This is an optimization exercise on Yosys and OpenROAD, whose aim is small area, a short achievable clock period and few clock cycles per item, not a production implementation. Only simulation tests tie the RTL to the original design; equivalence was not proved.

== rev 12 ==
## svm_axi_wrapper
module svm_axi_wrapper #(
    parameter WIDTH     = 16,
    parameter N_FEATURES = 4,
    parameter N_SV      = 31,
    parameter C_S_AXIS_TDATA_WIDTH = 32,
    parameter C_M_AXIS_TDATA_WIDTH = 32
)(
    input  wire axi_clk,
    input  wire axi_reset_n,
    input  wire [C_S_AXIS_TDATA_WIDTH-1:0] s_axis_tdata,
    input  wire                            s_axis_tvalid,
    output wire                            s_axis_tready,
    input  wire                            s_axis_tlast,
    output wire [C_M_AXIS_TDATA_WIDTH-1:0] m_axis_tdata,
    output reg                             m_axis_tvalid,
    input  wire                            m_axis_tready,
    output reg                             m_axis_tlast
);
Size: about 6,400 cells after synthesis, ~540 flip-flops, roughly 72 I/O pins, roughly 52,000 sq um of cells after synthesis.
clock: 12.0 ns
lec_check: 0
abc_area: 1
cap_margin: 20
core_margin: 2
core_utilization: 40
setup_slack_margin: 5.0
slew_margin: 20
run.sh (not shown) runs the stock make flow with config.mk's settings and CLKGATE_MAP_FILE= SYNTH_SCRIPT=/design/flow/synth_recipe.tcl, a recipe that flattens the netlist after the stock synthesis.
Testbench counts of rev 12, summed over its fixed seeds: cycles 24,920, samples 256.
Inputs modified between rev 12 and rev 13:
diff --git a/flow/design.v b/flow/design.v
--- a/flow/design.v
+++ b/flow/design.v
@@ -2464,26 +2464,26 @@
     wire [14:0]        xi0 = c1 ? RX : XX;
     wire signed [15:0] yi0 = c1 ? RY : YY;
     function [30:0] citer;
         input [14:0]        xi;
         input signed [15:0] yi;
         input               sg;
         input [3:0]         sh;
         reg   [14:0]        xs;
         reg   signed [15:0] ys;
         begin
             xs = xi >> sh;
             ys = yi >>> sh;
-            if (sg) citer = {xi + ys[14:0], yi + {1'b0, xs}};
-            else    citer = {xi - ys[14:0], yi - {1'b0, xs}};
+            citer = {xi + (ys[14:0] ^ {15{~sg}}) + {14'd0, ~sg},
+                     yi + ({1'b0, xs} ^ {16{~sg}}) + {15'd0, ~sg}};
         end
     endfunction
     wire [3:0] sh0 = c1 ? 4'd7 : c2 ? 4'd9  : 4'd11;
     wire [3:0] sh1 = c1 ? 4'd8 : c2 ? 4'd10 : 4'd12;
     wire g0 = Zs[8];
     wire g1 = Zs[7];
     wire [30:0] it0 = citer(xi0, yi0, g0, sh0);
     wire [30:0] it1 = citer(it0[30:16], it0[15:0], g1, sh1);
     always @(posedge axi_clk) begin
         XX <= it1[30:16];
         YY <= it1[15:0];
         if (c3) begin
@@ -2512,61 +2512,72 @@
             c1 <= 1'b0; c2 <= 1'b0; c3 <= 1'b0; ek <= 1'b0; ek2 <= 1'b0;
             m0 <= 1'b0; m1 <= 1'b0; vt <= 1'b0;
         end else begin
             dv <= wv & wsec;
             z2 <= zgo;
             c1 <= z2;
             c2 <= c1;
             c3 <= c2;
             ek <= c3;
             ek2 <= ek;
             m0 <= ek2;
             m1 <= m0;
-            vt <= m1 & (pj == 5'd30);
+            vt <= m1 & tg[4];
         end
     end
     always @(posedge axi_clk) begin
         if (c1) begin
             A2  <= A1;
         end
         if (ek) begin
             A3  <= A2;
         end else if (m0) begin
             A3[15:0] <= A3[31:16];       
         end
     end
     reg [31:0] acc01, acc02, acc12;
     reg  [4:0]  pj;
+    reg  [4:0]  tg;
+    wire [4:0]  pj_n  = (pj == 5'd30) ? 5'd0 : pj + 5'd1;
     always @(posedge axi_clk) begin
-        if (rst)                   pj <= 5'd0;
-        else if (m1)               pj <= (pj == 5'd30) ? 5'd0 : pj + 5'd1;
+        if (rst) begin
+            pj <= 5'd0;
+            tg <= 5'b00100;
+        end else if (m1) begin
+            pj <= pj_n;
+            tg <= {pj_n == 5'd30, pj_n == 5'd7, pj_n == 5'd0,
+                   (pj_n < 5'd7) ? 2'd0 : (pj_n < 5'd20) ? 2'd1 : 2'd2};
+        end
     end
-    wire [1:0]  grp   = (pj < 5'd7) ? 2'd0 : (pj < 5'd20) ? 2'd1 : 2'd2;
-    wire [4:0]  tg    = {pj == 5'd30, pj == 5'd7, pj == 5'd0, grp};
     wire [15:0] ma    = A3[15:0];
-    wire sel01 = m0 & (tg[1:0] != 2'd2);
-    wire sel12 = m1 & (tg[1:0] != 2'd0);
-    wire sel02 = ~sel01 & ~sel12;
-    wire init  = tg[2] | (m1 & tg[3]);
-    wire signed [15:0] rsel = sel01 ? rho0 : sel02 ? rho1 : rho2;
-    wire [31:0] accsel = sel01 ? acc01 : sel02 ? acc02 : acc12;
+    reg  sel01, sel02, sel12, init;
+    always @(posedge axi_clk) begin
+        if (rst) begin
+            sel01 <= 1'b0; sel02 <= 1'b0; sel12 <= 1'b0; init <= 1'b0;
+        end else begin
+            sel01 <= ek2 & (tg[1:0] != 2'd2);
+            sel02 <= (ek2 & (tg[1:0] == 2'd2)) | (m0 & (tg[1:0] == 2'd0));
+            sel12 <= m0 & (tg[1:0] != 2'd0);
+            init  <= (ek2 & tg[2]) | (m0 & (tg[2] | tg[3]));
+        end
+    end
+    wire signed [15:0] rsel = ({16{sel01}} & rho0) | ({16{sel02}} & rho1) | ({16{sel12}} & rho2);
+    wire [31:0] accsel = ({32{sel01}} & acc01) | ({32{sel02}} & acc02) | ({32{sel12}} & acc12);
     wire [31:0] opa = init ? {~{{4{rsel[15]}}, rsel}, 12'hfff} : accsel;
     wire [31:0] asum;
     svm_mac u_mac (.a(ma), .k(K), .c(opa), .ci(init), .y(asum));
     always @(posedge axi_clk) begin
-        if (m0 | m1) begin
-            if (sel01) acc01 <= asum;
-            if (sel02) acc02 <= asum;
-            if (sel12) acc12 <= asum;
-        end
+        if (sel01) acc01 <= asum;
+        if (sel02) acc02 <= asum;
+        if (sel12) acc12 <= asum;
     end
     reg  [1:0] cls;
     wire p01 = ~acc01[31] & (|acc01[30:0]);
     wire p02 = ~acc02[31] & (|acc02[30:0]);
     wire p12 = ~acc12[31] & (|acc12[30:0]);
     wire [1:0] v0 = {1'b0, p01} + {1'b0, p02};
     wire [1:0] v1 = {1'b0, ~p01} + {1'b0, p12};
     wire [1:0] v2 = {1'b0, ~p02} + {1'b0, ~p12};
     wire [1:0] vcls = (v0 >= v1 && v0 >= v2) ? 2'd0 :
                       (v1 >= v0 && v1 >= v2) ? 2'd1 : 2'd2;
     assign mv_next = vt | (m_axis_tvalid & ~m_axis_tready);
     always @(posedge axi_clk) begin
## What came out
Rev 13 went all the way through synthesis, placement and routing and the layout is clean on timing, DRC and antenna.
Compared with rev 12, rev 13 shows a non-clock buffer count that is 15% lower.
Data arrival time of the critical path: rev 13 vs rev 12 down 0.03 ns
Summary of the comparison: buffer and inverter count on the worst path is higher in rev 13, relative to rev 12.
Testbench counts of rev 13, summed over its fixed seeds: cycles 24,920, samples 256.

## separate check: timing with driven ports
No port has a modelled driver above. Below, the same layouts with a new extraction and two added sets of constraints. Step 1 assumes that a clkbuf_16 drives the clock port and a buf_2 every other input. Step 2 also shifts input and output timing later by t, the mid clock arrival at the registers, as if the neighbouring blocks saw the same clock. a / b / c = ideal / step 1 / step 2; a / b = the first two.
| run | t, ns | setup slack, ns | worst setup path after step 2 | clock arrival spread, ns | cell pins on the clock port's net |
|---|---|---|---|---|---|
| rev 12 | 0.732 | 5.274 / 5.274 / 5.274 | register to register | 0.072 / 0.072 | 1 |
| rev 13 | 0.735 | 5.339 / 5.339 / 5.339 | register to register | 0.042 / 0.042 | 1 |
After both steps setup and hold are still met in every run listed.
